This design comes from an exercise in tuning for small area on the open sky130 flow, not from production work.
The RTL was checked by simulation tests, not by an equivalence proof against the original design.

## flow/design.v

```verilog
module mac_fa(input a, input b, input c, output s, output co);
   assign s = a ^ b ^ c;
   assign co = (a & b) | (a & c) | (b & c);
endmodule
module mac_ha(input a, input b, output s, output co);
   assign s = a ^ b;
   assign co = a & b;
endmodule
module mac(input [23:0] a, input [23:0] b, input [49:0] accin, output [49:0] sum);
   wire [24:0] bb = {b, 1'b0};
   wire [11:0] one, two, neg;
   wire [24:0] pp [0:11];
   genvar i, j;
   generate for (i = 0; i < 12; i = i + 1) begin : g_enc
      assign neg[i] = bb[2*i+2];
      assign one[i] = bb[2*i+1] ^ bb[2*i];
      assign two[i] = (bb[2*i+2] & ~bb[2*i+1] & ~bb[2*i]) | (~bb[2*i+2] & bb[2*i+1] & bb[2*i]);
      assign pp[i][0] = (one[i] & a[0]) ^ neg[i];
      for (j = 1; j < 24; j = j + 1) begin : g_pp
         assign pp[i][j] = ((one[i] & a[j]) | (two[i] & a[j-1])) ^ neg[i];
      end
      assign pp[i][24] = ~(((one[i] & a[23]) | (two[i] & a[23])) ^ neg[i]);
   end endgenerate
   wire wrap = (a == 24'h800000) & (b == 24'h800000);
   wire hs1, hc2; mac_ha u_hs1(.a(pp[0][22]), .b(pp[1][20]), .s(hs1), .co(hc2));
   wire hs3, hc4; mac_ha u_hs3(.a(pp[0][23]), .b(pp[1][21]), .s(hs3), .co(hc4));
   wire hs5, hc6; mac_ha u_hs5(.a(pp[0][24]), .b(pp[1][22]), .s(hs5), .co(hc6));
   wire hs7, hc8; mac_ha u_hs7(.a(pp[0][14]), .b(pp[1][12]), .s(hs7), .co(hc8));
   wire hs9, hc10; mac_ha u_hs9(.a(pp[0][15]), .b(pp[1][13]), .s(hs9), .co(hc10));
   wire fs11, fc12; mac_fa u_fs11(.a(pp[0][16]), .b(pp[1][14]), .c(pp[2][12]), .s(fs11), .co(fc12));
   wire hs13, hc14; mac_ha u_hs13(.a(pp[3][10]), .b(pp[4][8]), .s(hs13), .co(hc14));
   wire fs15, fc16; mac_fa u_fs15(.a(pp[0][17]), .b(pp[1][15]), .c(pp[2][13]), .s(fs15), .co(fc16));
   wire hs17, hc18; mac_ha u_hs17(.a(pp[3][11]), .b(pp[4][9]), .s(hs17), .co(hc18));
   wire fs19, fc20; mac_fa u_fs19(.a(pp[0][18]), .b(pp[1][16]), .c(pp[2][14]), .s(fs19), .co(fc20));
   wire fs21, fc22; mac_fa u_fs21(.a(pp[3][12]), .b(pp[4][10]), .c(pp[5][8]), .s(fs21), .co(fc22));
   wire hs23, hc24; mac_ha u_hs23(.a(pp[6][6]), .b(pp[7][4]), .s(hs23), .co(hc24));
   wire fs25, fc26; mac_fa u_fs25(.a(pp[0][19]), .b(pp[1][17]), .c(pp[2][15]), .s(fs25), .co(fc26));
   wire fs27, fc28; mac_fa u_fs27(.a(pp[3][13]), .b(pp[4][11]), .c(pp[5][9]), .s(fs27), .co(fc28));
   wire hs29, hc30; mac_ha u_hs29(.a(pp[6][7]), .b(pp[7][5]), .s(hs29), .co(hc30));
   wire fs31, fc32; mac_fa u_fs31(.a(pp[0][20]), .b(pp[1][18]), .c(pp[2][16]), .s(fs31), .co(fc32));
   wire fs33, fc34; mac_fa u_fs33(.a(pp[3][14]), .b(pp[4][12]), .c(pp[5][10]), .s(fs33), .co(fc34));
   wire fs35, fc36; mac_fa u_fs35(.a(pp[6][8]), .b(pp[7][6]), .c(pp[8][4]), .s(fs35), .co(fc36));
   wire hs37, hc38; mac_ha u_hs37(.a(pp[9][2]), .b(pp[10][0]), .s(hs37), .co(hc38));
   wire fs39, fc40; mac_fa u_fs39(.a(pp[0][21]), .b(pp[1][19]), .c(pp[2][17]), .s(fs39), .co(fc40));
   wire fs41, fc42; mac_fa u_fs41(.a(pp[3][15]), .b(pp[4][13]), .c(pp[5][11]), .s(fs41), .co(fc42));
   wire fs43, fc44; mac_fa u_fs43(.a(pp[6][9]), .b(pp[7][7]), .c(pp[8][5]), .s(fs43), .co(fc44));
   wire hs45, hc46; mac_ha u_hs45(.a(pp[9][3]), .b(pp[10][1]), .s(hs45), .co(hc46));
   wire fs47, fc48; mac_fa u_fs47(.a(hs1), .b(pp[2][18]), .c(pp[3][16]), .s(fs47), .co(fc48));
   wire fs49, fc50; mac_fa u_fs49(.a(pp[4][14]), .b(pp[5][12]), .c(pp[6][10]), .s(fs49), .co(fc50));
   wire fs51, fc52; mac_fa u_fs51(.a(pp[7][8]), .b(pp[8][6]), .c(pp[9][4]), .s(fs51), .co(fc52));
   wire fs53, fc54; mac_fa u_fs53(.a(pp[10][2]), .b(pp[11][0]), .c(neg[11]), .s(fs53), .co(fc54));
   wire fs55, fc56; mac_fa u_fs55(.a(hc2), .b(hs3), .c(pp[2][19]), .s(fs55), .co(fc56));
   wire fs57, fc58; mac_fa u_fs57(.a(pp[3][17]), .b(pp[4][15]), .c(pp[5][13]), .s(fs57), .co(fc58));
   wire fs59, fc60; mac_fa u_fs59(.a(pp[6][11]), .b(pp[7][9]), .c(pp[8][7]), .s(fs59), .co(fc60));
   wire fs61, fc62; mac_fa u_fs61(.a(pp[9][5]), .b(pp[10][3]), .c(pp[11][1]), .s(fs61), .co(fc62));
   wire fs63, fc64; mac_fa u_fs63(.a(hc4), .b(hs5), .c(pp[2][20]), .s(fs63), .co(fc64));
   wire fs65, fc66; mac_fa u_fs65(.a(pp[3][18]), .b(pp[4][16]), .c(pp[5][14]), .s(fs65), .co(fc66));
   wire fs67, fc68; mac_fa u_fs67(.a(pp[6][12]), .b(pp[7][10]), .c(pp[8][8]), .s(fs67), .co(fc68));
   wire fs69, fc70; mac_fa u_fs69(.a(pp[9][6]), .b(pp[10][4]), .c(pp[11][2]), .s(fs69), .co(fc70));
   wire fs71, fc72; mac_fa u_fs71(.a(hc6), .b(pp[1][23]), .c(pp[2][21]), .s(fs71), .co(fc72));
   wire fs73, fc74; mac_fa u_fs73(.a(pp[3][19]), .b(pp[4][17]), .c(pp[5][15]), .s(fs73), .co(fc74));
   wire fs75, fc76; mac_fa u_fs75(.a(pp[6][13]), .b(pp[7][11]), .c(pp[8][9]), .s(fs75), .co(fc76));
   wire fs77, fc78; mac_fa u_fs77(.a(pp[9][7]), .b(pp[10][5]), .c(pp[11][3]), .s(fs77), .co(fc78));
   wire fs79, fc80; mac_fa u_fs79(.a(pp[1][24]), .b(pp[2][22]), .c(pp[3][20]), .s(fs79), .co(fc80));
   wire fs81, fc82; mac_fa u_fs81(.a(pp[4][18]), .b(pp[5][16]), .c(pp[6][14]), .s(fs81), .co(fc82));
   wire fs83, fc84; mac_fa u_fs83(.a(pp[7][12]), .b(pp[8][10]), .c(pp[9][8]), .s(fs83), .co(fc84));
   wire hs85, hc86; mac_ha u_hs85(.a(pp[10][6]), .b(pp[11][4]), .s(hs85), .co(hc86));
   wire fs87, fc88; mac_fa u_fs87(.a(pp[2][23]), .b(pp[3][21]), .c(pp[4][19]), .s(fs87), .co(fc88));
   wire fs89, fc90; mac_fa u_fs89(.a(pp[5][17]), .b(pp[6][15]), .c(pp[7][13]), .s(fs89), .co(fc90));
   wire fs91, fc92; mac_fa u_fs91(.a(pp[8][11]), .b(pp[9][9]), .c(pp[10][7]), .s(fs91), .co(fc92));
   wire fs93, fc94; mac_fa u_fs93(.a(pp[2][24]), .b(pp[3][22]), .c(pp[4][20]), .s(fs93), .co(fc94));
   wire fs95, fc96; mac_fa u_fs95(.a(pp[5][18]), .b(pp[6][16]), .c(pp[7][14]), .s(fs95), .co(fc96));
   wire hs97, hc98; mac_ha u_hs97(.a(pp[8][12]), .b(pp[9][10]), .s(hs97), .co(hc98));
   wire fs99, fc100; mac_fa u_fs99(.a(pp[3][23]), .b(pp[4][21]), .c(pp[5][19]), .s(fs99), .co(fc100));
   wire fs101, fc102; mac_fa u_fs101(.a(pp[6][17]), .b(pp[7][15]), .c(pp[8][13]), .s(fs101), .co(fc102));
   wire fs103, fc104; mac_fa u_fs103(.a(pp[3][24]), .b(pp[4][22]), .c(pp[5][20]), .s(fs103), .co(fc104));
   wire hs105, hc106; mac_ha u_hs105(.a(pp[6][18]), .b(pp[7][16]), .s(hs105), .co(hc106));
   wire fs107, fc108; mac_fa u_fs107(.a(pp[4][23]), .b(pp[5][21]), .c(pp[6][19]), .s(fs107), .co(fc108));
   wire hs109, hc110; mac_ha u_hs109(.a(pp[4][24]), .b(pp[5][22]), .s(hs109), .co(hc110));
   wire hs111, hc112; mac_ha u_hs111(.a(pp[0][8]), .b(pp[1][6]), .s(hs111), .co(hc112));
   wire hs113, hc114; mac_ha u_hs113(.a(pp[0][9]), .b(pp[1][7]), .s(hs113), .co(hc114));
   wire fs115, fc116; mac_fa u_fs115(.a(pp[0][10]), .b(pp[1][8]), .c(pp[2][6]), .s(fs115), .co(fc116));
   wire hs117, hc118; mac_ha u_hs117(.a(pp[3][4]), .b(pp[4][2]), .s(hs117), .co(hc118));
   wire fs119, fc120; mac_fa u_fs119(.a(pp[0][11]), .b(pp[1][9]), .c(pp[2][7]), .s(fs119), .co(fc120));
   wire hs121, hc122; mac_ha u_hs121(.a(pp[3][5]), .b(pp[4][3]), .s(hs121), .co(hc122));
   wire fs123, fc124; mac_fa u_fs123(.a(pp[0][12]), .b(pp[1][10]), .c(pp[2][8]), .s(fs123), .co(fc124));
   wire fs125, fc126; mac_fa u_fs125(.a(pp[3][6]), .b(pp[4][4]), .c(pp[5][2]), .s(fs125), .co(fc126));
   wire hs127, hc128; mac_ha u_hs127(.a(pp[6][0]), .b(neg[6]), .s(hs127), .co(hc128));
   wire fs129, fc130; mac_fa u_fs129(.a(pp[0][13]), .b(pp[1][11]), .c(pp[2][9]), .s(fs129), .co(fc130));
   wire fs131, fc132; mac_fa u_fs131(.a(pp[3][7]), .b(pp[4][5]), .c(pp[5][3]), .s(fs131), .co(fc132));
   wire hs133, hc134; mac_ha u_hs133(.a(pp[6][1]), .b(accin[13]), .s(hs133), .co(hc134));
   wire fs135, fc136; mac_fa u_fs135(.a(hs7), .b(pp[2][10]), .c(pp[3][8]), .s(fs135), .co(fc136));
   wire fs137, fc138; mac_fa u_fs137(.a(pp[4][6]), .b(pp[5][4]), .c(pp[6][2]), .s(fs137), .co(fc138));
   wire fs139, fc140; mac_fa u_fs139(.a(pp[7][0]), .b(neg[7]), .c(accin[14]), .s(fs139), .co(fc140));
   wire fs141, fc142; mac_fa u_fs141(.a(hc8), .b(hs9), .c(pp[2][11]), .s(fs141), .co(fc142));
   wire fs143, fc144; mac_fa u_fs143(.a(pp[3][9]), .b(pp[4][7]), .c(pp[5][5]), .s(fs143), .co(fc144));
   wire fs145, fc146; mac_fa u_fs145(.a(pp[6][3]), .b(pp[7][1]), .c(accin[15]), .s(fs145), .co(fc146));
   wire fs147, fc148; mac_fa u_fs147(.a(hc10), .b(fs11), .c(hs13), .s(fs147), .co(fc148));
   wire fs149, fc150; mac_fa u_fs149(.a(pp[5][6]), .b(pp[6][4]), .c(pp[7][2]), .s(fs149), .co(fc150));
   wire fs151, fc152; mac_fa u_fs151(.a(pp[8][0]), .b(neg[8]), .c(accin[16]), .s(fs151), .co(fc152));
   wire fs153, fc154; mac_fa u_fs153(.a(fc12), .b(hc14), .c(fs15), .s(fs153), .co(fc154));
   wire fs155, fc156; mac_fa u_fs155(.a(hs17), .b(pp[5][7]), .c(pp[6][5]), .s(fs155), .co(fc156));
   wire fs157, fc158; mac_fa u_fs157(.a(pp[7][3]), .b(pp[8][1]), .c(accin[17]), .s(fs157), .co(fc158));
   wire fs159, fc160; mac_fa u_fs159(.a(fc16), .b(hc18), .c(fs19), .s(fs159), .co(fc160));
   wire fs161, fc162; mac_fa u_fs161(.a(fs21), .b(hs23), .c(pp[8][2]), .s(fs161), .co(fc162));
   wire fs163, fc164; mac_fa u_fs163(.a(pp[9][0]), .b(neg[9]), .c(accin[18]), .s(fs163), .co(fc164));
   wire fs165, fc166; mac_fa u_fs165(.a(fc20), .b(fc22), .c(hc24), .s(fs165), .co(fc166));
   wire fs167, fc168; mac_fa u_fs167(.a(fs25), .b(fs27), .c(hs29), .s(fs167), .co(fc168));
   wire fs169, fc170; mac_fa u_fs169(.a(pp[8][3]), .b(pp[9][1]), .c(accin[19]), .s(fs169), .co(fc170));
   wire fs171, fc172; mac_fa u_fs171(.a(fc26), .b(fc28), .c(hc30), .s(fs171), .co(fc172));
   wire fs173, fc174; mac_fa u_fs173(.a(fs31), .b(fs33), .c(fs35), .s(fs173), .co(fc174));
   wire fs175, fc176; mac_fa u_fs175(.a(hs37), .b(neg[10]), .c(accin[20]), .s(fs175), .co(fc176));
   wire fs177, fc178; mac_fa u_fs177(.a(fc32), .b(fc34), .c(fc36), .s(fs177), .co(fc178));
   wire fs179, fc180; mac_fa u_fs179(.a(hc38), .b(fs39), .c(fs41), .s(fs179), .co(fc180));
   wire fs181, fc182; mac_fa u_fs181(.a(fs43), .b(hs45), .c(accin[21]), .s(fs181), .co(fc182));
   wire fs183, fc184; mac_fa u_fs183(.a(fc40), .b(fc42), .c(fc44), .s(fs183), .co(fc184));
   wire fs185, fc186; mac_fa u_fs185(.a(hc46), .b(fs47), .c(fs49), .s(fs185), .co(fc186));
   wire fs187, fc188; mac_fa u_fs187(.a(fs51), .b(fs53), .c(accin[22]), .s(fs187), .co(fc188));
   wire fs189, fc190; mac_fa u_fs189(.a(fc48), .b(fc50), .c(fc52), .s(fs189), .co(fc190));
   wire fs191, fc192; mac_fa u_fs191(.a(fc54), .b(fs55), .c(fs57), .s(fs191), .co(fc192));
   wire fs193, fc194; mac_fa u_fs193(.a(fs59), .b(fs61), .c(accin[23]), .s(fs193), .co(fc194));
   wire fs195, fc196; mac_fa u_fs195(.a(fc56), .b(fc58), .c(fc60), .s(fs195), .co(fc196));
   wire fs197, fc198; mac_fa u_fs197(.a(fc62), .b(fs63), .c(fs65), .s(fs197), .co(fc198));
   wire fs199, fc200; mac_fa u_fs199(.a(fs67), .b(fs69), .c(accin[24]), .s(fs199), .co(fc200));
   wire fs201, fc202; mac_fa u_fs201(.a(fc64), .b(fc66), .c(fc68), .s(fs201), .co(fc202));
   wire fs203, fc204; mac_fa u_fs203(.a(fc70), .b(fs71), .c(fs73), .s(fs203), .co(fc204));
   wire fs205, fc206; mac_fa u_fs205(.a(fs75), .b(fs77), .c(accin[25]), .s(fs205), .co(fc206));
   wire fs207, fc208; mac_fa u_fs207(.a(fc72), .b(fc74), .c(fc76), .s(fs207), .co(fc208));
   wire fs209, fc210; mac_fa u_fs209(.a(fc78), .b(fs79), .c(fs81), .s(fs209), .co(fc210));
   wire fs211, fc212; mac_fa u_fs211(.a(fs83), .b(hs85), .c(accin[26]), .s(fs211), .co(fc212));
   wire fs213, fc214; mac_fa u_fs213(.a(fc80), .b(fc82), .c(fc84), .s(fs213), .co(fc214));
   wire fs215, fc216; mac_fa u_fs215(.a(hc86), .b(fs87), .c(fs89), .s(fs215), .co(fc216));
   wire fs217, fc218; mac_fa u_fs217(.a(fs91), .b(pp[11][5]), .c(accin[27]), .s(fs217), .co(fc218));
   wire fs219, fc220; mac_fa u_fs219(.a(fc88), .b(fc90), .c(fc92), .s(fs219), .co(fc220));
   wire fs221, fc222; mac_fa u_fs221(.a(fs93), .b(fs95), .c(hs97), .s(fs221), .co(fc222));
   wire fs223, fc224; mac_fa u_fs223(.a(pp[10][8]), .b(pp[11][6]), .c(accin[28]), .s(fs223), .co(fc224));
   wire fs225, fc226; mac_fa u_fs225(.a(fc94), .b(fc96), .c(hc98), .s(fs225), .co(fc226));
   wire fs227, fc228; mac_fa u_fs227(.a(fs99), .b(fs101), .c(pp[9][11]), .s(fs227), .co(fc228));
   wire fs229, fc230; mac_fa u_fs229(.a(pp[10][9]), .b(pp[11][7]), .c(accin[29]), .s(fs229), .co(fc230));
   wire fs231, fc232; mac_fa u_fs231(.a(fc100), .b(fc102), .c(fs103), .s(fs231), .co(fc232));
   wire fs233, fc234; mac_fa u_fs233(.a(hs105), .b(pp[8][14]), .c(pp[9][12]), .s(fs233), .co(fc234));
   wire fs235, fc236; mac_fa u_fs235(.a(pp[10][10]), .b(pp[11][8]), .c(accin[30]), .s(fs235), .co(fc236));
   wire fs237, fc238; mac_fa u_fs237(.a(fc104), .b(hc106), .c(fs107), .s(fs237), .co(fc238));
   wire fs239, fc240; mac_fa u_fs239(.a(pp[7][17]), .b(pp[8][15]), .c(pp[9][13]), .s(fs239), .co(fc240));
   wire fs241, fc242; mac_fa u_fs241(.a(pp[10][11]), .b(pp[11][9]), .c(accin[31]), .s(fs241), .co(fc242));
   wire fs243, fc244; mac_fa u_fs243(.a(fc108), .b(hs109), .c(pp[6][20]), .s(fs243), .co(fc244));
   wire fs245, fc246; mac_fa u_fs245(.a(pp[7][18]), .b(pp[8][16]), .c(pp[9][14]), .s(fs245), .co(fc246));
   wire fs247, fc248; mac_fa u_fs247(.a(pp[10][12]), .b(pp[11][10]), .c(accin[32]), .s(fs247), .co(fc248));
   wire fs249, fc250; mac_fa u_fs249(.a(hc110), .b(pp[5][23]), .c(pp[6][21]), .s(fs249), .co(fc250));
   wire fs251, fc252; mac_fa u_fs251(.a(pp[7][19]), .b(pp[8][17]), .c(pp[9][15]), .s(fs251), .co(fc252));
   wire fs253, fc254; mac_fa u_fs253(.a(pp[10][13]), .b(pp[11][11]), .c(accin[33]), .s(fs253), .co(fc254));
   wire fs255, fc256; mac_fa u_fs255(.a(pp[5][24]), .b(pp[6][22]), .c(pp[7][20]), .s(fs255), .co(fc256));
   wire fs257, fc258; mac_fa u_fs257(.a(pp[8][18]), .b(pp[9][16]), .c(pp[10][14]), .s(fs257), .co(fc258));
   wire hs259, hc260; mac_ha u_hs259(.a(pp[11][12]), .b(accin[34]), .s(hs259), .co(hc260));
   wire fs261, fc262; mac_fa u_fs261(.a(pp[6][23]), .b(pp[7][21]), .c(pp[8][19]), .s(fs261), .co(fc262));
   wire fs263, fc264; mac_fa u_fs263(.a(pp[9][17]), .b(pp[10][15]), .c(pp[11][13]), .s(fs263), .co(fc264));
   wire fs265, fc266; mac_fa u_fs265(.a(pp[6][24]), .b(pp[7][22]), .c(pp[8][20]), .s(fs265), .co(fc266));
   wire hs267, hc268; mac_ha u_hs267(.a(pp[9][18]), .b(pp[10][16]), .s(hs267), .co(hc268));
   wire fs269, fc270; mac_fa u_fs269(.a(pp[7][23]), .b(pp[8][21]), .c(pp[9][19]), .s(fs269), .co(fc270));
   wire hs271, hc272; mac_ha u_hs271(.a(pp[7][24]), .b(pp[8][22]), .s(hs271), .co(hc272));
   wire hs273, hc274; mac_ha u_hs273(.a(pp[0][4]), .b(pp[1][2]), .s(hs273), .co(hc274));
   wire hs275, hc276; mac_ha u_hs275(.a(pp[0][5]), .b(pp[1][3]), .s(hs275), .co(hc276));
   wire fs277, fc278; mac_fa u_fs277(.a(pp[0][6]), .b(pp[1][4]), .c(pp[2][2]), .s(fs277), .co(fc278));
   wire hs279, hc280; mac_ha u_hs279(.a(pp[3][0]), .b(neg[3]), .s(hs279), .co(hc280));
   wire fs281, fc282; mac_fa u_fs281(.a(pp[0][7]), .b(pp[1][5]), .c(pp[2][3]), .s(fs281), .co(fc282));
   wire hs283, hc284; mac_ha u_hs283(.a(pp[3][1]), .b(accin[7]), .s(hs283), .co(hc284));
   wire fs285, fc286; mac_fa u_fs285(.a(hs111), .b(pp[2][4]), .c(pp[3][2]), .s(fs285), .co(fc286));
   wire fs287, fc288; mac_fa u_fs287(.a(pp[4][0]), .b(neg[4]), .c(accin[8]), .s(fs287), .co(fc288));
   wire fs289, fc290; mac_fa u_fs289(.a(hc112), .b(hs113), .c(pp[2][5]), .s(fs289), .co(fc290));
   wire fs291, fc292; mac_fa u_fs291(.a(pp[3][3]), .b(pp[4][1]), .c(accin[9]), .s(fs291), .co(fc292));
   wire fs293, fc294; mac_fa u_fs293(.a(hc114), .b(fs115), .c(hs117), .s(fs293), .co(fc294));
   wire fs295, fc296; mac_fa u_fs295(.a(pp[5][0]), .b(neg[5]), .c(accin[10]), .s(fs295), .co(fc296));
   wire fs297, fc298; mac_fa u_fs297(.a(fc116), .b(hc118), .c(fs119), .s(fs297), .co(fc298));
   wire fs299, fc300; mac_fa u_fs299(.a(hs121), .b(pp[5][1]), .c(accin[11]), .s(fs299), .co(fc300));
   wire fs301, fc302; mac_fa u_fs301(.a(fc120), .b(hc122), .c(fs123), .s(fs301), .co(fc302));
   wire fs303, fc304; mac_fa u_fs303(.a(fs125), .b(hs127), .c(accin[12]), .s(fs303), .co(fc304));
   wire fs305, fc306; mac_fa u_fs305(.a(fc124), .b(fc126), .c(hc128), .s(fs305), .co(fc306));
   wire fs307, fc308; mac_fa u_fs307(.a(fs129), .b(fs131), .c(hs133), .s(fs307), .co(fc308));
   wire fs309, fc310; mac_fa u_fs309(.a(fc130), .b(fc132), .c(hc134), .s(fs309), .co(fc310));
   wire fs311, fc312; mac_fa u_fs311(.a(fs135), .b(fs137), .c(fs139), .s(fs311), .co(fc312));
   wire fs313, fc314; mac_fa u_fs313(.a(fc136), .b(fc138), .c(fc140), .s(fs313), .co(fc314));
   wire fs315, fc316; mac_fa u_fs315(.a(fs141), .b(fs143), .c(fs145), .s(fs315), .co(fc316));
   wire fs317, fc318; mac_fa u_fs317(.a(fc142), .b(fc144), .c(fc146), .s(fs317), .co(fc318));
   wire fs319, fc320; mac_fa u_fs319(.a(fs147), .b(fs149), .c(fs151), .s(fs319), .co(fc320));
   wire fs321, fc322; mac_fa u_fs321(.a(fc148), .b(fc150), .c(fc152), .s(fs321), .co(fc322));
   wire fs323, fc324; mac_fa u_fs323(.a(fs153), .b(fs155), .c(fs157), .s(fs323), .co(fc324));
   wire fs325, fc326; mac_fa u_fs325(.a(fc154), .b(fc156), .c(fc158), .s(fs325), .co(fc326));
   wire fs327, fc328; mac_fa u_fs327(.a(fs159), .b(fs161), .c(fs163), .s(fs327), .co(fc328));
   wire fs329, fc330; mac_fa u_fs329(.a(fc160), .b(fc162), .c(fc164), .s(fs329), .co(fc330));
   wire fs331, fc332; mac_fa u_fs331(.a(fs165), .b(fs167), .c(fs169), .s(fs331), .co(fc332));
   wire fs333, fc334; mac_fa u_fs333(.a(fc166), .b(fc168), .c(fc170), .s(fs333), .co(fc334));
   wire fs335, fc336; mac_fa u_fs335(.a(fs171), .b(fs173), .c(fs175), .s(fs335), .co(fc336));
   wire fs337, fc338; mac_fa u_fs337(.a(fc172), .b(fc174), .c(fc176), .s(fs337), .co(fc338));
   wire fs339, fc340; mac_fa u_fs339(.a(fs177), .b(fs179), .c(fs181), .s(fs339), .co(fc340));
   wire fs341, fc342; mac_fa u_fs341(.a(fc178), .b(fc180), .c(fc182), .s(fs341), .co(fc342));
   wire fs343, fc344; mac_fa u_fs343(.a(fs183), .b(fs185), .c(fs187), .s(fs343), .co(fc344));
   wire fs345, fc346; mac_fa u_fs345(.a(fc184), .b(fc186), .c(fc188), .s(fs345), .co(fc346));
   wire fs347, fc348; mac_fa u_fs347(.a(fs189), .b(fs191), .c(fs193), .s(fs347), .co(fc348));
   wire fs349, fc350; mac_fa u_fs349(.a(fc190), .b(fc192), .c(fc194), .s(fs349), .co(fc350));
   wire fs351, fc352; mac_fa u_fs351(.a(fs195), .b(fs197), .c(fs199), .s(fs351), .co(fc352));
   wire fs353, fc354; mac_fa u_fs353(.a(fc196), .b(fc198), .c(fc200), .s(fs353), .co(fc354));
   wire fs355, fc356; mac_fa u_fs355(.a(fs201), .b(fs203), .c(fs205), .s(fs355), .co(fc356));
   wire fs357, fc358; mac_fa u_fs357(.a(fc202), .b(fc204), .c(fc206), .s(fs357), .co(fc358));
   wire fs359, fc360; mac_fa u_fs359(.a(fs207), .b(fs209), .c(fs211), .s(fs359), .co(fc360));
   wire fs361, fc362; mac_fa u_fs361(.a(fc208), .b(fc210), .c(fc212), .s(fs361), .co(fc362));
   wire fs363, fc364; mac_fa u_fs363(.a(fs213), .b(fs215), .c(fs217), .s(fs363), .co(fc364));
   wire fs365, fc366; mac_fa u_fs365(.a(fc214), .b(fc216), .c(fc218), .s(fs365), .co(fc366));
   wire fs367, fc368; mac_fa u_fs367(.a(fs219), .b(fs221), .c(fs223), .s(fs367), .co(fc368));
   wire fs369, fc370; mac_fa u_fs369(.a(fc220), .b(fc222), .c(fc224), .s(fs369), .co(fc370));
   wire fs371, fc372; mac_fa u_fs371(.a(fs225), .b(fs227), .c(fs229), .s(fs371), .co(fc372));
   wire fs373, fc374; mac_fa u_fs373(.a(fc226), .b(fc228), .c(fc230), .s(fs373), .co(fc374));
   wire fs375, fc376; mac_fa u_fs375(.a(fs231), .b(fs233), .c(fs235), .s(fs375), .co(fc376));
   wire fs377, fc378; mac_fa u_fs377(.a(fc232), .b(fc234), .c(fc236), .s(fs377), .co(fc378));
   wire fs379, fc380; mac_fa u_fs379(.a(fs237), .b(fs239), .c(fs241), .s(fs379), .co(fc380));
   wire fs381, fc382; mac_fa u_fs381(.a(fc238), .b(fc240), .c(fc242), .s(fs381), .co(fc382));
   wire fs383, fc384; mac_fa u_fs383(.a(fs243), .b(fs245), .c(fs247), .s(fs383), .co(fc384));
   wire fs385, fc386; mac_fa u_fs385(.a(fc244), .b(fc246), .c(fc248), .s(fs385), .co(fc386));
   wire fs387, fc388; mac_fa u_fs387(.a(fs249), .b(fs251), .c(fs253), .s(fs387), .co(fc388));
   wire fs389, fc390; mac_fa u_fs389(.a(fc250), .b(fc252), .c(fc254), .s(fs389), .co(fc390));
   wire fs391, fc392; mac_fa u_fs391(.a(fs255), .b(fs257), .c(hs259), .s(fs391), .co(fc392));
   wire fs393, fc394; mac_fa u_fs393(.a(fc256), .b(fc258), .c(hc260), .s(fs393), .co(fc394));
   wire fs395, fc396; mac_fa u_fs395(.a(fs261), .b(fs263), .c(accin[35]), .s(fs395), .co(fc396));
   wire fs397, fc398; mac_fa u_fs397(.a(fc262), .b(fc264), .c(fs265), .s(fs397), .co(fc398));
   wire fs399, fc400; mac_fa u_fs399(.a(hs267), .b(pp[11][14]), .c(accin[36]), .s(fs399), .co(fc400));
   wire fs401, fc402; mac_fa u_fs401(.a(fc266), .b(hc268), .c(fs269), .s(fs401), .co(fc402));
   wire fs403, fc404; mac_fa u_fs403(.a(pp[10][17]), .b(pp[11][15]), .c(accin[37]), .s(fs403), .co(fc404));
   wire fs405, fc406; mac_fa u_fs405(.a(fc270), .b(hs271), .c(pp[9][20]), .s(fs405), .co(fc406));
   wire fs407, fc408; mac_fa u_fs407(.a(pp[10][18]), .b(pp[11][16]), .c(accin[38]), .s(fs407), .co(fc408));
   wire fs409, fc410; mac_fa u_fs409(.a(hc272), .b(pp[8][23]), .c(pp[9][21]), .s(fs409), .co(fc410));
   wire fs411, fc412; mac_fa u_fs411(.a(pp[10][19]), .b(pp[11][17]), .c(accin[39]), .s(fs411), .co(fc412));
   wire fs413, fc414; mac_fa u_fs413(.a(pp[8][24]), .b(pp[9][22]), .c(pp[10][20]), .s(fs413), .co(fc414));
   wire hs415, hc416; mac_ha u_hs415(.a(pp[11][18]), .b(accin[40]), .s(hs415), .co(hc416));
   wire fs417, fc418; mac_fa u_fs417(.a(pp[9][23]), .b(pp[10][21]), .c(pp[11][19]), .s(fs417), .co(fc418));
   wire hs419, hc420; mac_ha u_hs419(.a(pp[9][24]), .b(pp[10][22]), .s(hs419), .co(hc420));
   wire hs421, hc422; mac_ha u_hs421(.a(pp[0][2]), .b(pp[1][0]), .s(hs421), .co(hc422));
   wire hs423, hc424; mac_ha u_hs423(.a(pp[0][3]), .b(pp[1][1]), .s(hs423), .co(hc424));
   wire fs425, fc426; mac_fa u_fs425(.a(hs273), .b(pp[2][0]), .c(neg[2]), .s(fs425), .co(fc426));
   wire fs427, fc428; mac_fa u_fs427(.a(hc274), .b(hs275), .c(pp[2][1]), .s(fs427), .co(fc428));
   wire fs429, fc430; mac_fa u_fs429(.a(hc276), .b(fs277), .c(hs279), .s(fs429), .co(fc430));
   wire fs431, fc432; mac_fa u_fs431(.a(fc278), .b(hc280), .c(fs281), .s(fs431), .co(fc432));
   wire fs433, fc434; mac_fa u_fs433(.a(fc282), .b(hc284), .c(fs285), .s(fs433), .co(fc434));
   wire fs435, fc436; mac_fa u_fs435(.a(fc286), .b(fc288), .c(fs289), .s(fs435), .co(fc436));
   wire fs437, fc438; mac_fa u_fs437(.a(fc290), .b(fc292), .c(fs293), .s(fs437), .co(fc438));
   wire fs439, fc440; mac_fa u_fs439(.a(fc294), .b(fc296), .c(fs297), .s(fs439), .co(fc440));
   wire fs441, fc442; mac_fa u_fs441(.a(fc298), .b(fc300), .c(fs301), .s(fs441), .co(fc442));
   wire fs443, fc444; mac_fa u_fs443(.a(fc302), .b(fc304), .c(fs305), .s(fs443), .co(fc444));
   wire fs445, fc446; mac_fa u_fs445(.a(fc306), .b(fc308), .c(fs309), .s(fs445), .co(fc446));
   wire fs447, fc448; mac_fa u_fs447(.a(fc310), .b(fc312), .c(fs313), .s(fs447), .co(fc448));
   wire fs449, fc450; mac_fa u_fs449(.a(fc314), .b(fc316), .c(fs317), .s(fs449), .co(fc450));
   wire fs451, fc452; mac_fa u_fs451(.a(fc318), .b(fc320), .c(fs321), .s(fs451), .co(fc452));
   wire fs453, fc454; mac_fa u_fs453(.a(fc322), .b(fc324), .c(fs325), .s(fs453), .co(fc454));
   wire fs455, fc456; mac_fa u_fs455(.a(fc326), .b(fc328), .c(fs329), .s(fs455), .co(fc456));
   wire fs457, fc458; mac_fa u_fs457(.a(fc330), .b(fc332), .c(fs333), .s(fs457), .co(fc458));
   wire fs459, fc460; mac_fa u_fs459(.a(fc334), .b(fc336), .c(fs337), .s(fs459), .co(fc460));
   wire fs461, fc462; mac_fa u_fs461(.a(fc338), .b(fc340), .c(fs341), .s(fs461), .co(fc462));
   wire fs463, fc464; mac_fa u_fs463(.a(fc342), .b(fc344), .c(fs345), .s(fs463), .co(fc464));
   wire fs465, fc466; mac_fa u_fs465(.a(fc346), .b(fc348), .c(fs349), .s(fs465), .co(fc466));
   wire fs467, fc468; mac_fa u_fs467(.a(fc350), .b(fc352), .c(fs353), .s(fs467), .co(fc468));
   wire fs469, fc470; mac_fa u_fs469(.a(fc354), .b(fc356), .c(fs357), .s(fs469), .co(fc470));
   wire fs471, fc472; mac_fa u_fs471(.a(fc358), .b(fc360), .c(fs361), .s(fs471), .co(fc472));
   wire fs473, fc474; mac_fa u_fs473(.a(fc362), .b(fc364), .c(fs365), .s(fs473), .co(fc474));
   wire fs475, fc476; mac_fa u_fs475(.a(fc366), .b(fc368), .c(fs369), .s(fs475), .co(fc476));
   wire fs477, fc478; mac_fa u_fs477(.a(fc370), .b(fc372), .c(fs373), .s(fs477), .co(fc478));
   wire fs479, fc480; mac_fa u_fs479(.a(fc374), .b(fc376), .c(fs377), .s(fs479), .co(fc480));
   wire fs481, fc482; mac_fa u_fs481(.a(fc378), .b(fc380), .c(fs381), .s(fs481), .co(fc482));
   wire fs483, fc484; mac_fa u_fs483(.a(fc382), .b(fc384), .c(fs385), .s(fs483), .co(fc484));
   wire fs485, fc486; mac_fa u_fs485(.a(fc386), .b(fc388), .c(fs389), .s(fs485), .co(fc486));
   wire fs487, fc488; mac_fa u_fs487(.a(fc390), .b(fc392), .c(fs393), .s(fs487), .co(fc488));
   wire fs489, fc490; mac_fa u_fs489(.a(fc394), .b(fc396), .c(fs397), .s(fs489), .co(fc490));
   wire fs491, fc492; mac_fa u_fs491(.a(fc398), .b(fc400), .c(fs401), .s(fs491), .co(fc492));
   wire fs493, fc494; mac_fa u_fs493(.a(fc402), .b(fc404), .c(fs405), .s(fs493), .co(fc494));
   wire fs495, fc496; mac_fa u_fs495(.a(fc406), .b(fc408), .c(fs409), .s(fs495), .co(fc496));
   wire fs497, fc498; mac_fa u_fs497(.a(fc410), .b(fc412), .c(fs413), .s(fs497), .co(fc498));
   wire fs499, fc500; mac_fa u_fs499(.a(fc414), .b(hc416), .c(fs417), .s(fs499), .co(fc500));
   wire fs501, fc502; mac_fa u_fs501(.a(fc418), .b(hs419), .c(pp[11][20]), .s(fs501), .co(fc502));
   wire fs503, fc504; mac_fa u_fs503(.a(hc420), .b(pp[10][23]), .c(pp[11][21]), .s(fs503), .co(fc504));
   wire hs505, hc506; mac_ha u_hs505(.a(pp[10][24]), .b(pp[11][22]), .s(hs505), .co(hc506));
   wire hs507, hc508; mac_ha u_hs507(.a(pp[0][0]), .b(neg[0]), .s(hs507), .co(hc508));
   wire hs509, hc510; mac_ha u_hs509(.a(pp[0][1]), .b(accin[1]), .s(hs509), .co(hc510));
   wire fs511, fc512; mac_fa u_fs511(.a(hs421), .b(neg[1]), .c(accin[2]), .s(fs511), .co(fc512));
   wire fs513, fc514; mac_fa u_fs513(.a(hc422), .b(hs423), .c(accin[3]), .s(fs513), .co(fc514));
   wire fs515, fc516; mac_fa u_fs515(.a(hc424), .b(fs425), .c(accin[4]), .s(fs515), .co(fc516));
   wire fs517, fc518; mac_fa u_fs517(.a(fc426), .b(fs427), .c(accin[5]), .s(fs517), .co(fc518));
   wire fs519, fc520; mac_fa u_fs519(.a(fc428), .b(fs429), .c(accin[6]), .s(fs519), .co(fc520));
   wire fs521, fc522; mac_fa u_fs521(.a(fc430), .b(fs431), .c(hs283), .s(fs521), .co(fc522));
   wire fs523, fc524; mac_fa u_fs523(.a(fc432), .b(fs433), .c(fs287), .s(fs523), .co(fc524));
   wire fs525, fc526; mac_fa u_fs525(.a(fc434), .b(fs435), .c(fs291), .s(fs525), .co(fc526));
   wire fs527, fc528; mac_fa u_fs527(.a(fc436), .b(fs437), .c(fs295), .s(fs527), .co(fc528));
   wire fs529, fc530; mac_fa u_fs529(.a(fc438), .b(fs439), .c(fs299), .s(fs529), .co(fc530));
   wire fs531, fc532; mac_fa u_fs531(.a(fc440), .b(fs441), .c(fs303), .s(fs531), .co(fc532));
   wire fs533, fc534; mac_fa u_fs533(.a(fc442), .b(fs443), .c(fs307), .s(fs533), .co(fc534));
   wire fs535, fc536; mac_fa u_fs535(.a(fc444), .b(fs445), .c(fs311), .s(fs535), .co(fc536));
   wire fs537, fc538; mac_fa u_fs537(.a(fc446), .b(fs447), .c(fs315), .s(fs537), .co(fc538));
   wire fs539, fc540; mac_fa u_fs539(.a(fc448), .b(fs449), .c(fs319), .s(fs539), .co(fc540));
   wire fs541, fc542; mac_fa u_fs541(.a(fc450), .b(fs451), .c(fs323), .s(fs541), .co(fc542));
   wire fs543, fc544; mac_fa u_fs543(.a(fc452), .b(fs453), .c(fs327), .s(fs543), .co(fc544));
   wire fs545, fc546; mac_fa u_fs545(.a(fc454), .b(fs455), .c(fs331), .s(fs545), .co(fc546));
   wire fs547, fc548; mac_fa u_fs547(.a(fc456), .b(fs457), .c(fs335), .s(fs547), .co(fc548));
   wire fs549, fc550; mac_fa u_fs549(.a(fc458), .b(fs459), .c(fs339), .s(fs549), .co(fc550));
   wire fs551, fc552; mac_fa u_fs551(.a(fc460), .b(fs461), .c(fs343), .s(fs551), .co(fc552));
   wire fs553, fc554; mac_fa u_fs553(.a(fc462), .b(fs463), .c(fs347), .s(fs553), .co(fc554));
   wire fs555, fc556; mac_fa u_fs555(.a(fc464), .b(fs465), .c(fs351), .s(fs555), .co(fc556));
   wire fs557, fc558; mac_fa u_fs557(.a(fc466), .b(fs467), .c(fs355), .s(fs557), .co(fc558));
   wire fs559, fc560; mac_fa u_fs559(.a(fc468), .b(fs469), .c(fs359), .s(fs559), .co(fc560));
   wire fs561, fc562; mac_fa u_fs561(.a(fc470), .b(fs471), .c(fs363), .s(fs561), .co(fc562));
   wire fs563, fc564; mac_fa u_fs563(.a(fc472), .b(fs473), .c(fs367), .s(fs563), .co(fc564));
   wire fs565, fc566; mac_fa u_fs565(.a(fc474), .b(fs475), .c(fs371), .s(fs565), .co(fc566));
   wire fs567, fc568; mac_fa u_fs567(.a(fc476), .b(fs477), .c(fs375), .s(fs567), .co(fc568));
   wire fs569, fc570; mac_fa u_fs569(.a(fc478), .b(fs479), .c(fs379), .s(fs569), .co(fc570));
   wire fs571, fc572; mac_fa u_fs571(.a(fc480), .b(fs481), .c(fs383), .s(fs571), .co(fc572));
   wire fs573, fc574; mac_fa u_fs573(.a(fc482), .b(fs483), .c(fs387), .s(fs573), .co(fc574));
   wire fs575, fc576; mac_fa u_fs575(.a(fc484), .b(fs485), .c(fs391), .s(fs575), .co(fc576));
   wire fs577, fc578; mac_fa u_fs577(.a(fc486), .b(fs487), .c(fs395), .s(fs577), .co(fc578));
   wire fs579, fc580; mac_fa u_fs579(.a(fc488), .b(fs489), .c(fs399), .s(fs579), .co(fc580));
   wire fs581, fc582; mac_fa u_fs581(.a(fc490), .b(fs491), .c(fs403), .s(fs581), .co(fc582));
   wire fs583, fc584; mac_fa u_fs583(.a(fc492), .b(fs493), .c(fs407), .s(fs583), .co(fc584));
   wire fs585, fc586; mac_fa u_fs585(.a(fc494), .b(fs495), .c(fs411), .s(fs585), .co(fc586));
   wire fs587, fc588; mac_fa u_fs587(.a(fc496), .b(fs497), .c(hs415), .s(fs587), .co(fc588));
   wire fs589, fc590; mac_fa u_fs589(.a(fc498), .b(fs499), .c(accin[41]), .s(fs589), .co(fc590));
   wire fs591, fc592; mac_fa u_fs591(.a(fc500), .b(fs501), .c(accin[42]), .s(fs591), .co(fc592));
   wire fs593, fc594; mac_fa u_fs593(.a(fc502), .b(fs503), .c(accin[43]), .s(fs593), .co(fc594));
   wire fs595, fc596; mac_fa u_fs595(.a(fc504), .b(hs505), .c(accin[44]), .s(fs595), .co(fc596));
   wire fs597, fc598; mac_fa u_fs597(.a(hc506), .b(pp[11][23]), .c(accin[45]), .s(fs597), .co(fc598));
   wire hs599, hc600; mac_ha u_hs599(.a(pp[11][24]), .b(accin[46]), .s(hs599), .co(hc600));
   wire hs601, hc602; mac_ha u_hs601(.a(accin[47]), .b(wrap), .s(hs601), .co(hc602));
   wire hs603, hc604; mac_ha u_hs603(.a(accin[48]), .b(wrap), .s(hs603), .co(hc604));
   wire hs605, hc606; mac_ha u_hs605(.a(accin[49]), .b(wrap), .s(hs605), .co(hc606));
   wire [49:0] ra = {hc604, hc602, hc600, fc598, fc596, fc594, fc592, fc590, fc588, fc586, fc584, fc582, fc580, fc578, fc576, fc574, fc572, fc570, fc568, fc566, fc564, fc562, fc560, fc558, fc556, fc554, fc552, fc550, fc548, fc546, fc544, fc542, fc540, fc538, fc536, fc534, fc532, fc530, fc528, fc526, fc524, fc522, fc520, fc518, fc516, fc514, fc512, hc510, hc508, hs507};
   wire [49:0] rb = {hs605, hs603, hs601, hs599, fs597, fs595, fs593, fs591, fs589, fs587, fs585, fs583, fs581, fs579, fs577, fs575, fs573, fs571, fs569, fs567, fs565, fs563, fs561, fs559, fs557, fs555, fs553, fs551, fs549, fs547, fs545, fs543, fs541, fs539, fs537, fs535, fs533, fs531, fs529, fs527, fs525, fs523, fs521, fs519, fs517, fs515, fs513, fs511, hs509, accin[0]};
   assign sum = ra + rb;
endmodule
module mrfm_dsp
  (input clock,
   input reset,
   input enable,
   input serial_strobe,
   input [6:0] serial_addr,
   input [31:0] serial_data,
   input [11:0] rx_a_a,
   input [11:0] rx_b_a,
   output [15:0] adc_out,
   output [15:0] filt_out,
   output strobe_out);
   reg        k0nz, k1nz;
   reg [7:0]  rate_0, rate_1;
   reg [4:0]  shift;           
   wire       wr_decim = serial_strobe & (serial_addr == 7'd64);
   wire       wr_coeff = serial_strobe & (serial_addr == 7'd67);
   wire       wr_shift = serial_strobe & (serial_addr == 7'd68);
   wire       wr_k0    = serial_strobe & (serial_addr == 7'd75);
   wire       wr_k1    = serial_strobe & (serial_addr == 7'd76);
   always @(posedge clock)
     if (reset) begin
        k0nz <= 1'b0;
        k1nz <= 1'b0;
        rate_0 <= 8'd0;
        rate_1 <= 8'd0;
        shift <= 5'd0;
     end else begin
        if (wr_k0) k0nz <= |serial_data;
        if (wr_k1) k1nz <= |serial_data;
        if (wr_decim) begin
           rate_0 <= serial_data[7:0];
           rate_1 <= serial_data[15:8];
        end
        if (wr_shift)
          shift <= (serial_data[7:0] > 8'd22) ? 5'd0 : serial_data[4:0];
     end
   wire [16:0] sum_extend = (k0nz ? {rx_a_a[11], rx_a_a, 4'b0} : 17'd0)
                          + (k1nz ? {rx_b_a[11], rx_b_a, 4'b0} : 17'd0);
   wire        in_range = sum_extend[16] == sum_extend[15];
   reg [15:0]  adc0;
   always @(posedge clock)
     adc0 <= in_range ? sum_extend[15:0] : {sum_extend[16], {15{~sum_extend[16]}}};
   assign adc_out = adc0;
   reg [7:0]  cnt0, cnt1;
   wire       strobe_0 = (cnt0 == 8'd0) & enable;
   wire       strobe_1 = (cnt1 == 8'd0) & enable & strobe_0;
   assign strobe_out = strobe_1;
   always @(posedge clock)
     if (reset | ~enable)
       cnt0 <= 8'd0;
     else if (cnt0 == 8'd0)
       cnt0 <= rate_0;
     else
       cnt0 <= cnt0 - 8'd1;
   always @(posedge clock)
     if (reset | ~enable)
       cnt1 <= 8'd0;
     else if (strobe_0)
       if (cnt1 == 8'd0)
         cnt1 <= rate_1;
       else
         cnt1 <= cnt1 - 8'd1;
   reg [3:0]  phase;
   always @(posedge clock)
     if (reset | strobe_1)
       phase <= 4'd0;
     else if (phase != 4'd15)
       phase <= phase + 4'd1;
   reg [23:0] c1, c2, c3, c4, c5, c7, c8, c9, c10, c11;
   wire [23:0] cdata = reset ? 24'd0 : serial_data[23:0];
   wire [3:0]  caddr = serial_data[27:24];
   always @(posedge clock) begin
      if (reset | (wr_coeff & (caddr == 4'd1)))  c1  <= cdata;
      if (reset | (wr_coeff & (caddr == 4'd2)))  c2  <= cdata;
      if (reset | (wr_coeff & (caddr == 4'd3)))  c3  <= cdata;
      if (reset | (wr_coeff & (caddr == 4'd4)))  c4  <= cdata;
      if (reset | (wr_coeff & (caddr == 4'd5)))  c5  <= cdata;
      if (reset | (wr_coeff & (caddr == 4'd7)))  c7  <= cdata;
      if (reset | (wr_coeff & (caddr == 4'd8)))  c8  <= cdata;
      if (reset | (wr_coeff & (caddr == 4'd9)))  c9  <= cdata;
      if (reset | (wr_coeff & (caddr == 4'd10))) c10 <= cdata;
      if (reset | (wr_coeff & (caddr == 4'd11))) c11 <= cdata;
   end
   reg [23:0] cread;
   always @*
     case (phase)
       4'd0:  cread = c1;
       4'd1:  cread = c2;
       4'd2:  cread = c3;
       4'd3:  cread = c4;
       4'd4:  cread = c5;
       4'd6:  cread = c7;
       4'd7:  cread = c8;
       4'd8:  cread = c9;
       4'd9:  cread = c10;
       4'd10: cread = c11;
       default: cread = 24'd0;
     endcase
   reg [23:0] cq;
   always @(posedge clock)
     cq <= cread;
   reg [15:0] x0, x1, x2;        
   reg [23:0] y1a, y1b;          
   reg [23:0] y2a, y2b;          
   reg [49:0] acc;
   wire [23:0] scaled;
   always @(posedge clock)
     if (reset | (phase == 4'd0)) begin
        x0 <= reset ? 16'd0 : adc0;
        x1 <= reset ? 16'd0 : x0;
        x2 <= reset ? 16'd0 : x1;
     end
   always @(posedge clock)
     if (reset | (phase == 4'd7)) begin
        y1a <= reset ? 24'd0 : scaled;
        y1b <= reset ? 24'd0 : y1a;
     end
   always @(posedge clock)
     if (reset | (phase == 4'd14)) begin
        y2a <= reset ? 24'd0 : scaled;
        y2b <= reset ? 24'd0 : y2a;
     end
   assign filt_out = y2a[23:8];
   reg [23:0] opa;
   always @*
     case (phase)
       4'd1:              opa = {x2, 8'd0};
       4'd2:              opa = {x1, 8'd0};
       4'd3:              opa = {x0, 8'd0};
       4'd4, 4'd7, 4'd8:  opa = y1b;
       4'd5, 4'd9:        opa = y1a;
       4'd10:             opa = y2b;
       4'd11:             opa = y2a;
       default:           opa = 24'd0;
     endcase
   wire [49:0] sum;
   wire [49:0] accin = (phase == 4'd1) ? 50'h2000002000000 :
                       (phase == 4'd7) ? 50'h1aaaaad000000 : acc;
   mac u_mac(.a(opa), .b(cq), .accin(accin), .sum(sum));
   always @(posedge clock)
     acc <= sum;
   wire [4:0]  shift_now = (wr_shift & (phase == 4'd7))
                           ? ((serial_data[7:0] > 8'd22) ? 5'd0 : serial_data[4:0])
                           : shift;
   wire [21:0] below;            
   genvar      gi;
   generate
      for (gi = 0; gi < 22; gi = gi + 1) begin : g_therm
         assign below[gi] = (shift_now > gi);
      end
   endgenerate
   wire        neg = acc[49];
   wire        sticky = |(acc[21:0] & below);
   wire [25:0] diff = acc[48:23] ^ {26{neg}};
   wire        over = |(diff[21:0] & ~below) | |diff[25:22];
   wire [45:0] shifted = acc[45:0] >> shift_now;
   wire [23:0] rounded = shifted[23:0] + {23'd0, neg & sticky};
   assign scaled = over ? {neg, {23{~neg}}} : rounded;
endmodule  
```

## flow/run.sh

```bash
#!/bin/bash
# synth_recipe.tcl (not shown) runs the flow's synth.tcl, then flattens the netlist and writes it again
# the make line also repeats each setting of config.mk as NAME=value (left out here)
make -C /OpenROAD-flow-scripts/flow DESIGN_CONFIG=/design/flow/config.mk WORK_HOME=/design/flow/orfs CLKGATE_MAP_FILE= SYNTH_SCRIPT=/design/flow/synth_recipe.tcl finish
```

## flow/config.mk

```make
export PLATFORM = sky130hd
export DESIGN_NAME = mrfm_dsp
export DESIGN_NICKNAME = mrfm_dsp
export VERILOG_FILES = /design/flow/design.v
export SDC_FILE = /design/flow/constraint.sdc
export NUM_CORES = 4
export LEC_CHECK = 0
export ABC_AREA = 1
export CAP_MARGIN = 20
export CORE_MARGIN = 2
export CORE_UTILIZATION = 40
export SLEW_MARGIN = 20
```

## flow/constraint.sdc

```tcl
create_clock -name core_clock -period 10.0 [get_ports {clock}]
set_input_delay 2.0000 -clock core_clock [delete_from_list [all_inputs] [get_ports {clock}]]
set_output_delay 2.0000 -clock core_clock [all_outputs]
set_load 0.01 [all_outputs]
```

==> notes.md, run 1 <==
The flow ran to the end and the layout has no timing, DRC or antenna violations. Dividing the final minimum period by the clock period gives 0.8761. The startpoint of the worst-slack reg-to-reg timing path is phase[2]$_SDFFE_PP0P_. The proportion of layout cells with a drive suffix above 1 is 0.05885. The remaining antenna violation count is 0. On the critical path, the stage with the largest delay is an instance of sky130_fd_sc_hd__a21oi_1. Ranked by instance count, the synthesized netlist is headed by 751 x sky130_fd_sc_hd__inv_1, 610 x sky130_fd_sc_hd__nand2_1, 389 x sky130_fd_sc_hd__nand3_1. In the final layout, flip-flops and latches occupy approximately 0.014 mm^2. The post-detailed-route wirelength per cell came out at 22.17 um.

The via count of the first global-routing pass came out at 31.96k. In this run the worst hold path is classified as flop to flop. The floorplan die area is around 0.10 mm^2. The minimum setup slack in the final design is 1.239 ns. Setup violations remaining at the end of the flow were counted as 0. The global-route usage over all layers came out at 0.2576. In the final design database the tool counted a little under 5k nets. The HPWL reported at the end of detailed placement came out at 92.63 mm.

The net count after synthesis came out at ~5k. The final weighted congestion in routability-driven placement is approximately 0.96. The max-cap check violation count is 0.

In the final timing run, aggregate negative setup slack is 0 ns. The slack of the worst reg-to-reg path came out at roughly 1.2 ns. The initial antenna violation count came out at 1.

The number of pins exceeding their max-slew limit in the final report came out at 0. The longest individual stage delay on the worst path is about 0.57 ns. The final instance count without filler cells came out at between 5k and 6k. The upper clock frequency limit is around 110 MHz. In this run the clock root is driven by a sky130_fd_sc_hd__clkbuf_16. The per-cell via count in the routed design came out at around 5.6. The die is ~320 um tall. The yosys synthesis warning count is 2.

The clock input transition at the sequential cells of the worst setup and hold paths is 0.06 ns. The number of port buffers is between 90 and 100. Data on the critical path arrives at its endpoint at roughly 9.3 ns. The initialized floorplan defines between 100 and 150 standard-cell rows. The maximum fanout along the worst path is 29. The fill cell instance count of the final layout is 9596.

The die outline width is about 320 um. The synthesis-to-layout area growth came out at 10.10%. The first-pass GRT wire length came out at slightly below 200 mm.

The hold violation total from the final report is 0. The minimum hold slack is ~0.44 ns. The cell total after placement is between 5k and 6k. The endpoint of the worst register-to-register path is acc[48]$_DFF_P_. The pre-CTS setup slack came out at ~1.4 ns.

The number of instances in the synthesized netlist came out at ~4.6k. In this run the deepest clock path goes through 3 buffers. Global routing finished with a remaining overflow of 0. For this run, asynchronously set or reset flops after synthesis account for 0. The routed via count came out at 32.85k. The maximum number of pins on one net before global-route repair is 89.

The quantity of gates resized following cts came out at 0. The sequential-to-total area share from yosys stat came out at 0.3551. By instance count, the cell type seen most on the critical path is sky130_fd_sc_hd__fa_1.

The placed instances occupy a cell area of approximately 0.041 mm^2. The area used by multi-input combinational logic came out at 0.02105 mm^2. Measured on the finished design, the core utilization comes to 0.4444. The floorplan core area came out at 0.09671 mm^2. The I/O pin count came out at 100.

In this run the most critical hold path is launched from cnt0[0]$_SDFF_PP0_. Yosys instantiated no cell more often than sky130_fd_sc_hd__inv_1. After synthesis, the cell types taking the most area are sky130_fd_sc_hd__edfxtp_1 29%, sky130_fd_sc_hd__fa_1 13%, sky130_fd_sc_hd__inv_1 7.2%, sky130_fd_sc_hd__xor2_1 7.1%, sky130_fd_sc_hd__dfxtp_1 6.7%.

The worst hold path stage count is 1. The post-synthesis cell type count is just under 60. The path with the worst hold slack has its endpoint at cnt0[0]$_SDFF_PP0_. Before antenna repair, the detailed router went through 8 iterations. Counting the buffers created by CTS gives 55. The synthesized design spends more area on one cell type than any other, namely sky130_fd_sc_hd__edfxtp_1.

The startpoint type of the worst setup path is a flop. The initial core utilization is 0.4037. The clock sink count came out at between 500 and 600.

The number of enable-type register cells in the synthesized netlist is 375. The post-synthesis area per instance came out at around 8.6 um^2. The count of cells along the worst register-to-register path is 28.

The overall routed net length is 129.6 mm. The post-synthesis instance area is between 0.03 and 0.04 mm^2. The worst setup skew after layout came out at ~0.035 ns. Setup repair after global routing left no endpoint under its margin. 0 antenna diodes ended up in the layout.

In the synthesized netlist the dominant register cell turns out to be sky130_fd_sc_hd__edfxtp_1. The endpoint type of the worst setup path is a flop. The transition time of the tightest slew-check pin is ~1.2 ns.

The violation count after the first detailed-routing iteration came out at between 3k and 4k. The finished layout cell area came out at between 0.04 and 0.05 mm^2. By startpoint and endpoint, the worst setup path is classified as flop to flop. Buffers added to address setup during post-CTS repair amount to 0. The shortest clock period the worst path allows after layout is a little under 9 ns. The count of hold buffers inserted by post-cts repair came out at 0. Counting flops and latches in the post-synthesis netlist gives between 500 and 600. TritonCTS built the clock tree. Headroom to the max-slew limit came out at 0.1861.

The worst-skew pair later-pin latency came out at between 0.6 and 0.7 ns. The number of H-tree levels is 2. The share of synthesized area in the top cell type comes to 0.2885.

In the routed design, unresolved DRC markers number 0. The required arrival time at the worst endpoint came out at 10.57 ns.
==> sequential cells by signal, summed over array words and instances, names as in the netlist, 24 cells and up <==
name and count:
y2b 24, y2a 24, c11 24, c2 24, c7 24, c3 24, c10 24, acc 50
c9 24, c4 24, c1 24, c5 24, y1b 24, cq 24, y1a 24, c8 24
==> critical path, delay by kind of cell, from the launching register on <==
| family | cells | cell delay (ns) |
|---|---|---|
| fa+ha+maj | 7 | 3.14 |
| compound gates | 8 | 2.26 |
| buf+inv | 6 | 1.34 |
| simple gates | 5 | 1.01 |
| flops | 1 | 0.56 |
| xor+xnor | 2 | 0.34 |
==> layout by cell type (no fill, tap or decap), types with 6 or more instances in the layout <==
| master | n |
|---|---|
| sky130_fd_sc_hd__edfxtp_1 | 375 |
| sky130_fd_sc_hd__o221ai_1 | 8 |
| sky130_fd_sc_hd__o31ai_1 | 6 |
| sky130_fd_sc_hd__xnor2_1 | 39 |
| sky130_fd_sc_hd__nand2_1 | 607 |
| sky130_fd_sc_hd__a31oi_1 | 18 |
| sky130_fd_sc_hd__nand2_2 | 9 |
| sky130_fd_sc_hd__nor2_1 | 317 |
| sky130_fd_sc_hd__o21ai_1 | 6 |
| sky130_fd_sc_hd__nor4_1 | 14 |
| sky130_fd_sc_hd__dfxtp_1 | 130 |
| sky130_fd_sc_hd__o22ai_1 | 297 |
| sky130_fd_sc_hd__a21oi_1 | 147 |
| sky130_fd_sc_hd__clkbuf_16 | 57 |
| sky130_fd_sc_hd__a221oi_1 | 60 |
| sky130_fd_sc_hd__nor3_1 | 35 |
| sky130_fd_sc_hd__fa_1 | 259 |
| sky130_fd_sc_hd__clkdlybuf4s50_1 | 98 |
| sky130_fd_sc_hd__buf_4 | 92 |
| sky130_fd_sc_hd__nor2_4 | 7 |
| sky130_fd_sc_hd__nor2_2 | 14 |
| sky130_fd_sc_hd__clkinv_1 | 11 |
| sky130_fd_sc_hd__o21ai_2 | 12 |
| sky130_fd_sc_hd__a21o_1 | 6 |
| sky130_fd_sc_hd__clkinv_2 | 15 |
| sky130_fd_sc_hd__inv_2 | 20 |
| sky130_fd_sc_hd__nand4_1 | 37 |
| sky130_fd_sc_hd__o21ai_0 | 201 |
| sky130_fd_sc_hd__xor2_1 | 318 |
| sky130_fd_sc_hd__ha_1 | 109 |
| sky130_fd_sc_hd__nand3_1 | 389 |
| sky130_fd_sc_hd__o211ai_1 | 20 |
| sky130_fd_sc_hd__inv_1 | 748 |
==> cell type report <==
type	instances	share of cell area
Clock inverter	37	0.008821
Multi-Input combinational cell	2998	0.4897
Tap cell	1276	0.03715
Clock buffer	66	0.03514
Inverter	775	0.06780
Sequential cell	505	0.3226
Timing Repair Buffer	190	0.03889
==> logic make-up after synthesis <==
group                    Yosys count  share of synthesized area
buffers and inverters           1059                     0.1077
AO/OA/AOI/OAI                    812                     0.1253
AND/OR/NAND/NOR                 1460                     0.1638
adder cells (fa/ha/maj)          368                     0.1678
XOR/XNOR                         357                    0.08010
multiplexers                       1                  0.0002564
flip-flops                       505                     0.3551
==> per-layer routing <==
metal,track usage,vias to the layer above,share of wire
met5,0,-,0
li1,-,15050,-
met4,0.1054,0,0.046
met3,0.04853,320,0.090
met2,0.4138,1612,0.46
met1,0.3428,15870,0.41
==> worst max-delay path by stage <==
stage,from,to,cells past startpoint
floorplan,phase[0]$_SDFFE_PP0P_,acc[46]$_DFF_P_,33
global placement,phase[0]$_SDFFE_PP0P_,acc[47]$_DFF_P_,30
detailed placement,phase[0]$_SDFFE_PP0P_,acc[47]$_DFF_P_,32
CTS,phase[2]$_SDFFE_PP0P_,acc[48]$_DFF_P_,28
global route,phase[0]$_SDFFE_PP0P_,acc[47]$_DFF_P_,32
finish,phase[2]$_SDFFE_PP0P_,acc[48]$_DFF_P_,28
==> run 2: changes to the inputs <==
--- a/flow/design.v
+++ b/flow/design.v
@@ -437,33 +437,40 @@
    reg [49:0] acc;
    wire [23:0] scaled;
+   reg         v1, v2;
    always @(posedge clock)
-     if (reset | (phase == 4'd0)) begin
-        x0 <= reset ? 16'd0 : adc0;
-        x1 <= reset ? 16'd0 : x0;
-        x2 <= reset ? 16'd0 : x1;
+     if (reset) begin
+        v1 <= 1'b0;
+        v2 <= 1'b0;
+     end else if (phase == 4'd14) begin
+        v1 <= 1'b1;
+        v2 <= v1;
      end
    always @(posedge clock)
-     if (reset | (phase == 4'd7)) begin
-        y1a <= reset ? 24'd0 : scaled;
-        y1b <= reset ? 24'd0 : y1a;
+     if (phase == 4'd0) begin
+        x0 <= adc0;
+        x1 <= x0;
+        x2 <= x1;
      end
    always @(posedge clock)
-     if (reset | (phase == 4'd14)) begin
-        y2a <= reset ? 24'd0 : scaled;
-        y2b <= reset ? 24'd0 : y2a;
+     if (phase == 4'd7) begin
+        y1a <= scaled;
+        y1b <= y1a;
      end
-   assign filt_out = y2a[23:8];
-   reg [23:0] opa;
-   always @*
-     case (phase)
-       4'd1:              opa = {x2, 8'd0};
-       4'd2:              opa = {x1, 8'd0};
-       4'd3:              opa = {x0, 8'd0};
-       4'd4, 4'd7, 4'd8:  opa = y1b;
-       4'd5, 4'd9:        opa = y1a;
-       4'd10:             opa = y2b;
-       4'd11:             opa = y2a;
-       default:           opa = 24'd0;
-     endcase
+   always @(posedge clock)
+     if (phase == 4'd14) begin
+        y2a <= scaled;
+        y2b <= y2a;
+     end
+   assign filt_out = y2a[23:8] & {16{v1}};
+   wire        s_x2  = (phase == 4'd1) & v2;
+   wire        s_x1  = (phase == 4'd2) & v1;
+   wire        s_x0  = (phase == 4'd3);
+   wire        s_y1b = ((phase == 4'd4) | (phase == 4'd7)) & v2 | (phase == 4'd8) & v1;
+   wire        s_y1a = (phase == 4'd5) & v1 | (phase == 4'd9);
+   wire        s_y2b = (phase == 4'd10) & v2;
+   wire        s_y2a = (phase == 4'd11) & v1;
+   wire [23:0] opa = ({24{s_x2}} & {x2, 8'd0}) | ({24{s_x1}} & {x1, 8'd0}) | ({24{s_x0}} & {x0, 8'd0})
+                   | ({24{s_y1b}} & y1b) | ({24{s_y1a}} & y1a)
+                   | ({24{s_y2b}} & y2b) | ({24{s_y2a}} & y2a);
    wire [49:0] sum;
    wire [49:0] accin = (phase == 4'd1) ? 50'h2000002000000 :
==> run 2 against run 1 <==
Compared with the run above: still clean on timing, DRC and antenna; final area is 0.38% lower; critical path depth is 4 higher; highest routed layer unchanged.
==> notes.md, run 2 <==
The run finished with no timing, DRC or antenna violations. The die extent in y came to 315.0 um (-0.45%). The cell that appears most often on the critical path is sky130_fd_sc_hd__nand2_1. TritonCTS built the clock tree. In the synthesized netlist the dominant register cell turns out to be sky130_fd_sc_hd__edfxtp_1. The required arrival time at the worst endpoint came out at 10.51 ns (-0.06 ns). The fraction of post-synthesis cell area in the top cell type by area is 0.2911 (+0.002650). The net count after synthesis is 4917 (-1.6%). The longest individual stage delay on the worst path is 0.70 ns (+0.13 ns).

The clock input transition at the sequential cells of the worst setup and hold paths came out at 0.06 ns (about the same). Leaving out fill and tap cells, the most frequent cell in the layout is sky130_fd_sc_hd__nand2_1. The maximum count of clock buffers along a single path came out at 3 (unchanged). The most common cell in the synthesized netlist is sky130_fd_sc_hd__nand2_1. The worst setup skew after layout is 0.05314 ns (+0.01808 ns). The post-synthesis cell type count came out at 50 (-15%).

The violation count after the first detailed-routing iteration is 3869 (+5.7%). The proportion of layout cells with a drive suffix above 1 came out at 0.05599 (-0.002863). The max-cap check violation count is 0 (unchanged). The slowest cell on the critical path is sky130_fd_sc_hd__nor2_4. The number of register bits inferred by synthesis came out at 507 (+0.40%).

The number of rows created at floorplan came out at 114 (unchanged). The number of buffers inserted to repair setup after CTS is 0 (unchanged). The count of TritonRoute iterations in the first routing pass is 7 (-1). The initial core utilization came out at 0.4018 (-0.001897).

The post-route clock period utilization was 0.8464 (-0.02974). In the layout the commonest cells are 749 x sky130_fd_sc_hd__nand2_1, 624 x sky130_fd_sc_hd__inv_1, 434 x sky130_fd_sc_hd__nand3_1. The clock sink count came to 507 (+0.40%). The startpoint-to-endpoint class of the critical path is flop to flop. The number of pins exceeding their max-slew limit in the final report is 0 (unchanged).

The minimum hold slack came out at 0.4329 ns (-0.002304 ns). The endpoint arrival time on the critical path is 8.97 ns (-0.36 ns). The worst setup path is launched from a flop. The post-detailed-route wirelength per cell came out at 22.94 um (+3.5%). The buffer type at the clock tree root is sky130_fd_sc_hd__clkbuf_16. The via count of the first global-routing pass is 32.24k (+0.89%). The number of port buffers is 99 (unchanged). The number of H-tree levels is 2 (unchanged). The commonest cells after synthesis are 749 x sky130_fd_sc_hd__nand2_1, 624 x sky130_fd_sc_hd__inv_1, 434 x sky130_fd_sc_hd__nand3_1.

The routed via count came out at 32.97k (+0.36%). The overall routed net length came to 132.9 mm (+2.5%). The per-cell via count in the routed design is 5.689 (+1.3%).

Summed over all instances, the cell type with the most area after synthesis is sky130_fd_sc_hd__edfxtp_1. The first-pass GRT wire length is 200.9 mm (+2.7%). The worst setup path is captured at a flop. The proportion of synthesized flip-flops having asynchronous set or reset was 0 (unchanged). The hold violation total from the final report is 0 (unchanged).
==> run 2: path summary, 6_finish.rpt <==
kind                            slack (ns)             startpoint  depth (start not counted)               to
worst min-delay path                  0.43        adc0[4]$_DFF_P_                          0  x0[4]$_DFFE_PN_
worst max register to register        1.54  phase[2]$_SDFFE_PP0P_                         32  acc[44]$_DFF_P_
worst max-delay path                  1.54  phase[2]$_SDFFE_PP0P_                         32  acc[44]$_DFF_P_
worst min register to register        0.43        adc0[4]$_DFF_P_                          0  x0[4]$_DFFE_PN_
==> run 2: stage by stage <==
stage                     cell area, um^2  cells
after floorplan                     38680   4482
after global placement              41110   5697
after detailed placement            41110   5697
after CTS                           42820   5795
after global routing                42820   5795
final                               42820   5795
==> run 2: critical path: cells and delay by family, from the launching register on <==
| kind | cells | cell delay (ns) |
|---|---|---|
| AO/OA/AOI/OAI | 6 | 1.28 |
| buffers and inverters | 6 | 1.11 |
| flip-flops | 1 | 0.54 |
| XOR/XNOR | 2 | 0.32 |
| AND/OR/NAND/NOR | 12 | 2.54 |
| adder cells (fa/ha/maj) | 6 | 2.52 |
==> run 2: kinds of logic after synthesis <==
group | count (synthesis) | synth area share
DFF | 507 | 0.3594
adders and majority gates | 368 | 0.1693
and+or+nand+nor | 1560 | 0.1743
xor gates and xnor gates | 377 | 0.08536
AOI/OAI and AO/OA | 760 | 0.1207
muxes | 1 | 0.0002588
buffers and inverters | 909 | 0.09067
==> run 2: metal layers <==
layer | track usage | share of wire | vias to the layer above
met5 | 0 | 0 | -
met1 | 0.3624 | 0.42 | 16070
met2 | 0.4240 | 0.46 | 1574
met4 | 0.09989 | 0.039 | 0
li1 | - | - | 15010
met3 | 0.04519 | 0.086 | 313
==> run 2: final cells by class <==
class / count / area [um^2]
Timing Repair Buffer: 196 / 1719
Tap cell: 1276 / 1597
Clock inverter: 30 / 271.5
Sequential cell: 507 / 13900
Clock buffer: 68 / 1431
Multi-Input combinational cell: 3066 / 21450
Inverter: 652 / 2450
Fill cell: 9445 / 53460

-- re-timing with driven ports --
No port has a modelled driver above. Below, the same layouts with a new extraction and two added sets of constraints.
Step 1, drivers: a clkbuf_16 drives clock and a buf_2 each remaining input, both assumed.
Step 2 also shifts input and output timing later by t, the mid clock arrival at the registers, as if the neighbouring blocks saw the same clock.
Three values: no drivers, after step 1, after step 2; two values: the first two.
run	t, ns	setup WS [ns]	pins driven straight from the clock port
run 1	0.727	1.239 / 1.239 / 1.239	1
run 2	0.697	1.536 / 1.536 / 1.536	1
After both steps setup and hold are still met in every run listed.
